Background: an optimization exercise with open tools, aiming at small area. Do not read the settings as production practice.
Only simulation tests tie the RTL to the original design; equivalence was not proved.
No activity file was given, so power comes from the tool's default toggle rates.

==> xenon <==
## usb_top_level
module usb_top_level(
    input logic clk,
    input logic n_rst,
    input logic hsel,
    input logic [3:0] haddr,
    input logic [1:0] htrans,
    input logic  [1:0] hsize,
    input logic hwrite,
    input logic [31:0] hwdata,
    output logic [31:0] hrdata,
    output logic hresp,
    output logic hready,
    output logic d_mode,
    input logic d_plus_in,
    input logic d_minus_in,
    output logic d_plus_out,
    output logic d_minus_out,
    output logic [6:0] buffer_occupancy,
    output logic get_rx_data,
    output logic [3:0] tx_packet,
    output logic tx_transfer_active
);
logic [3:0] rx_packet;
logic rx_data_ready;
logic rx_transfer_active;
logic rx_error;
logic store_rx_packet_data;
logic [7:0] rx_packet_data;
logic flush;
logic [7:0] rx_data;
logic store_tx_data;
logic [7:0] tx_data;
logic clear;
logic tx_error;
logic get_tx_packet_data;
logic [7:0] tx_packet_data;
ahb_slave AHB_SLAVE(
    .clk(clk),
    .n_rst(n_rst),
    .hsel(hsel),
    .hwrite(hwrite),
  ...
Settings: LEC_CHECK=0, CAP_MARGIN=20, CORE_MARGIN=2, CORE_UTILIZATION=45, SLEW_MARGIN=20; clock period 10.0 ns.
standard.sh (not shown) runs the stock make flow with config.mk's settings and CLKGATE_MAP_FILE= SYNTH_SCRIPT=/design/flow/synth_recipe.tcl, a recipe that flattens the netlist after the stock synthesis.
==> flow/flow/run.sh <==
#!/bin/bash
# Layout flow: the standard synthesis, then an area-oriented re-mapping of
# the combinational logic (registers untouched), then the standard ORFS flow
# with single-drive-strength port buffers and a clock tree built from larger
# sink clusters without dummy loads.
set -euo pipefail
W=$PWD
F=$W/flow
RES=$W/orfs/results/sky130hd/usb_top_level/base
LIB=$FLOW_HOME/platforms/sky130hd/lib/sky130_fd_sc_hd__tt_025C_1v80.lib
YOSYS=$(command -v yosys || echo $FLOW_HOME/../tools/install/yosys/bin/yosys)

bash standard.sh synth > $W/synth.log 2>&1
cp $RES/1_2_yosys.v $W/std_synth.v

# Second synthesis of the same design with the buffer's read multiplexer
# (buffer_rd, no registers) replaced by a hand-placed cell netlist. It is used
# only if it keeps exactly the standard synthesis's registers.
NET=$W/std_synth.v
if python3 $F/gen_rd.py > $W/rd_gates.v 2> $W/gen_rd.log &&
   python3 $F/swap_rd.py $W/design.v $W/rd_gates.v $W/design_rd.v > $W/swap_rd.log 2>&1; then
  sed "s#$W/design.v#$W/design_rd.v#" $W/config.mk > $W/config_rd.mk
  sed -e "s#DESIGN_CONFIG=$W/config.mk#DESIGN_CONFIG=$W/config_rd.mk#" -e "s#WORK_HOME=$W/orfs #WORK_HOME=$W/orfs_rd #" standard.sh > $W/standard_rd.sh
  if bash $W/standard_rd.sh synth > $W/synth_rd.log 2>&1; then
    RD=$W/orfs_rd/results/sky130hd/usb_top_level/base/1_2_yosys.v
    python3 $F/regs.py $W/std_synth.v > $W/regs_std.txt
    python3 $F/regs.py $RD > $W/regs_rd.txt
    if cmp -s $W/regs_std.txt $W/regs_rd.txt && [ -s $W/regs_std.txt ]; then
      cp $RD $W/rd_synth.v
      NET=$W/rd_synth.v
    fi
  fi
fi
echo "remap input: $NET" > $W/remap_input.log

DU=""
for c in $(awk '/^export DONT_USE_CELLS/{f=1} f{print} f&&!/\\$/{f=0}' $FLOW_HOME/platforms/sky130hd/config.mk | grep -o 'sky130_fd_sc_hd__[a-z0-9_]*'); do
  DU="$DU -dont_use $c"
done
remap() {
  local K=$1
  sed "s/-S 0/-S $K/" $F/remap.abc > $W/remap_$K.abc
  cat > $W/remap_$K.ys <<EOF
read_liberty -ignore_miss_func $LIB
read_verilog -lib $F/keep_stubs.v
read_verilog $NET
hierarchy -top usb_top_level
chtype -map sky130_fd_sc_hd__inv_1 KEEP_inv_1 -map sky130_fd_sc_hd__nand2_1 KEEP_nand2_1 -map sky130_fd_sc_hd__nand3_1 KEEP_nand3_1 -map sky130_fd_sc_hd__nand4_1 KEEP_nand4_1 -map sky130_fd_sc_hd__nor2_1 KEEP_nor2_1 -map sky130_fd_sc_hd__nor3_1 KEEP_nor3_1 -map sky130_fd_sc_hd__a222oi_1 KEEP_a222oi_1 usb_top_level/c:BUFFER.RD.rdg_*
setattr -mod -set keep_hierarchy 1 sky130_fd_sc_hd__df* sky130_fd_sc_hd__edf*
flatten
opt_clean
setundef -zero
abc -liberty $LIB $DU -script $W/remap_$K.abc usb_top_level
opt_clean -purge
hilomap -singleton -hicell sky130_fd_sc_hd__conb_1 HI -locell sky130_fd_sc_hd__conb_1 LO
insbuf -buf sky130_fd_sc_hd__buf_4 A X
splitnets
opt_clean -purge
chtype -map KEEP_inv_1 sky130_fd_sc_hd__inv_1 -map KEEP_nand2_1 sky130_fd_sc_hd__nand2_1 -map KEEP_nand3_1 sky130_fd_sc_hd__nand3_1 -map KEEP_nand4_1 sky130_fd_sc_hd__nand4_1 -map KEEP_nor2_1 sky130_fd_sc_hd__nor2_1 -map KEEP_nor3_1 sky130_fd_sc_hd__nor3_1 -map KEEP_a222oi_1 sky130_fd_sc_hd__a222oi_1 usb_top_level
select usb_top_level
write_verilog -noattr -noexpr -nohex -nodec -selected $W/remap_$K.v
EOF
  $YOSYS -l $W/remap_$K.log -q $W/remap_$K.ys > /dev/null 2>&1
}
# three seeds of the area search in parallel; keep the smallest netlist
for K in 1 2 3; do remap $K & done
wait
best=""; barea=""
for K in 1 2 3; do
  a=$(python3 $F/cellarea.py $LIB $W/remap_$K.v || echo none)
  echo "seed $K area ${a:-none}" >> $W/remap_pick.log
  if [ "$a" != none ] && [ -s $W/remap_$K.v ] && { [ -z "$barea" ] || python3 -c "import sys; sys.exit(0 if $a < $barea else 1)"; }; then
    best=$K; barea=$a
  fi
done
echo "picked seed $best" >> $W/remap_pick.log
if [ -n "$best" ]; then cp $W/remap_$best.v $W/remap.v; else cp $NET $W/remap.v; fi
cp $W/remap.v $RES/1_2_yosys.v
rm -f $RES/1_synth.odb $RES/1_synth.sdc

export BUFFER_PORTS_ARGS="-buffer_cell sky130_fd_sc_hd__buf_1"
export CTS_ARGS="-sink_clustering_enable -repair_clock_nets -dont_use_dummy_load -buf_list sky130_fd_sc_hd__clkbuf_4 -sink_clustering_size 10 -sink_clustering_max_diameter 40"
bash standard.sh > $W/layout.log 2>&1
==> flow/flow/cellarea.py <==
#!/usr/bin/env python3
"""Print the total cell area of a mapped netlist (liberty areas)."""
import re, sys
lib = open(sys.argv[1]).read()
area = {m.group(1): float(m.group(2)) for m in
        re.finditer(r'cell\s*\(\s*"?(\w+)"?\s*\)\s*\{.*?area\s*:\s*([\d.]+)', lib, re.S)}
try:
    net = open(sys.argv[2]).read()
except OSError:
    print('none'); sys.exit(0)
tot = sum(area.get(t, 0.0) for t in re.findall(r'^\s*(sky130_fd_sc_hd__\w+)\s', net, re.M))
print('%.3f' % tot if tot > 0 else 'none')
==> flow/flow/remap.abc <==
&get -n
&st
&deepsyn -T 60 -S 0
&dch -f
&nf -a -R 20 -C 32
&st
&deepsyn -T 60 -S 0
&dch -f
&nf -a -R 20 -C 32
&put
Other scripts of this flow, unchanged in this note and not shown: flow/flow/gen_rd.py, flow/flow/keep_stubs.v, flow/flow/regs.py, flow/flow/swap_rd.py
==> inputs of fjord, as changes to xenon <==
--- a/flow/flow/run.sh
+++ b/flow/flow/run.sh
@@ -37,10 +37,7 @@
 for c in $(awk '/^export DONT_USE_CELLS/{f=1} f{print} f&&!/\\$/{f=0}' $FLOW_HOME/platforms/sky130hd/config.mk | grep -o 'sky130_fd_sc_hd__[a-z0-9_]*'); do
   DU="$DU -dont_use $c"
 done
-remap() {
-  local K=$1
-  sed "s/-S 0/-S $K/" $F/remap.abc > $W/remap_$K.abc
-  cat > $W/remap_$K.ys <<EOF
+cat > $W/remap.ys <<EOF
 read_liberty -ignore_miss_func $LIB
 read_verilog -lib $F/keep_stubs.v
 read_verilog $NET
@@ -50,7 +47,7 @@
 flatten
 opt_clean
 setundef -zero
-abc -liberty $LIB $DU -script $W/remap_$K.abc usb_top_level
+abc -liberty $LIB $DU -script $F/remap.abc usb_top_level
 opt_clean -purge
 hilomap -singleton -hicell sky130_fd_sc_hd__conb_1 HI -locell sky130_fd_sc_hd__conb_1 LO
 insbuf -buf sky130_fd_sc_hd__buf_4 A X
@@ -58,23 +55,9 @@
 opt_clean -purge
 chtype -map KEEP_inv_1 sky130_fd_sc_hd__inv_1 -map KEEP_nand2_1 sky130_fd_sc_hd__nand2_1 -map KEEP_nand3_1 sky130_fd_sc_hd__nand3_1 -map KEEP_nand4_1 sky130_fd_sc_hd__nand4_1 -map KEEP_nor2_1 sky130_fd_sc_hd__nor2_1 -map KEEP_nor3_1 sky130_fd_sc_hd__nor3_1 -map KEEP_a222oi_1 sky130_fd_sc_hd__a222oi_1 usb_top_level
 select usb_top_level
-write_verilog -noattr -noexpr -nohex -nodec -selected $W/remap_$K.v
+write_verilog -noattr -noexpr -nohex -nodec -selected $W/remap.v
 EOF
-  $YOSYS -l $W/remap_$K.log -q $W/remap_$K.ys > /dev/null 2>&1
-}
-# three seeds of the area search in parallel; keep the smallest netlist
-for K in 1 2 3; do remap $K & done
-wait
-best=""; barea=""
-for K in 1 2 3; do
-  a=$(python3 $F/cellarea.py $LIB $W/remap_$K.v || echo none)
-  echo "seed $K area ${a:-none}" >> $W/remap_pick.log
-  if [ "$a" != none ] && [ -s $W/remap_$K.v ] && { [ -z "$barea" ] || python3 -c "import sys; sys.exit(0 if $a < $barea else 1)"; }; then
-    best=$K; barea=$a
-  fi
-done
-echo "picked seed $best" >> $W/remap_pick.log
-if [ -n "$best" ]; then cp $W/remap_$best.v $W/remap.v; else cp $NET $W/remap.v; fi
+$YOSYS -l $W/remap.log -q $W/remap.ys > /dev/null 2>&1
 cp $W/remap.v $RES/1_2_yosys.v
 rm -f $RES/1_synth.odb $RES/1_synth.sdc
 
==> flow/flow/remap.abc (replaced) <==
&get -n
&st
&deepsyn -T 60
&dch -f
&nf -a -R 20 -C 32
&st
&deepsyn -T 60
&dch -f
&nf -a -R 20 -C 32
&put
removed: flow/flow/cellarea.py
==> comparison table <==
| metric | xenon | fjord |
|---|---|---|
| Run status | timing/DRC/antenna clean | timing/DRC/antenna clean |
| Synthesized cell area | 29300 um^2 | 29300 um^2 |
| Post-synthesis instance total | 2037 | 2029 |
| Part of the power in the clock network | 0.191 | 0.186 |
| Aggregate global-route resource usage | 0.233 | 0.237 |
| Reported combinational group power | 0.00186 W | 0.00201 W |
| Wire per inst | 25.7 um | 26.2 um |
| Placed Instance Area | 30600 um^2 | 30700 um^2 |
| Worst-path maximum fanout | 12 | 9 |
| Comb_multi_in | 1201 | 1187 |
| Clock buf count | 106 | 111 |
| Worst setup slack for register-to-register paths | 5.30 ns | 5.20 ns |
| Power, Total | 0.00757 W | 0.00796 W |
| Clock buffer and inverter area fraction after layout | 0.0253 | 0.0264 |
| Number of placed cells counting well taps | 2969 | 2961 |
| Worst r2r path cells | 11 | 10 |
| Worst hold start | RECEIVER.dm_meta | RECEIVER.new_2_byte[5] |
| Fmax achieved | 162 MHz | 174 MHz |
| Die outline width | 259 um | 259 um |
| Detailed router's first-iteration violation count | 3075 | 3236 |
| Fraction of layout cells with a size suffix above 1 | 0.0658 | 0.0677 |
| Slack of the critical path | 3.84 ns | 4.26 ns |
| Total number of vias | 19665 | 19651 |
| WL met1 | 32300 um | 32100 um |

==> what the ideal ports hide <==
The flow's constraints put no driver on any port. The routed layouts listed below were extracted and timed again, unchanged, in two steps. Step 1 assumes that a clkbuf_16 drives the clock port and a buf_2 every other input. Step 2 times the ports against the registers' clock, not the clock port: input delays grow and output delays shrink by t, the midpoint of the rising clock arrivals with the driver on. a / b / c = ideal / step 1 / step 2; a / b = the first two.
run | shift t [ns] | slack for setup (ns) | worst hold slack (ns) | worst slew at a driven data input, ns
xenon | 0.894 | 3.837 / 3.774 / 4.162 | 0.337 / 0.337 / 0.337 | 0.04
fjord | 0.931 | 4.259 / 4.201 / 4.457 | 0.342 / 0.342 / 0.342 | 0.04
After both steps setup and hold are still met in every run listed.
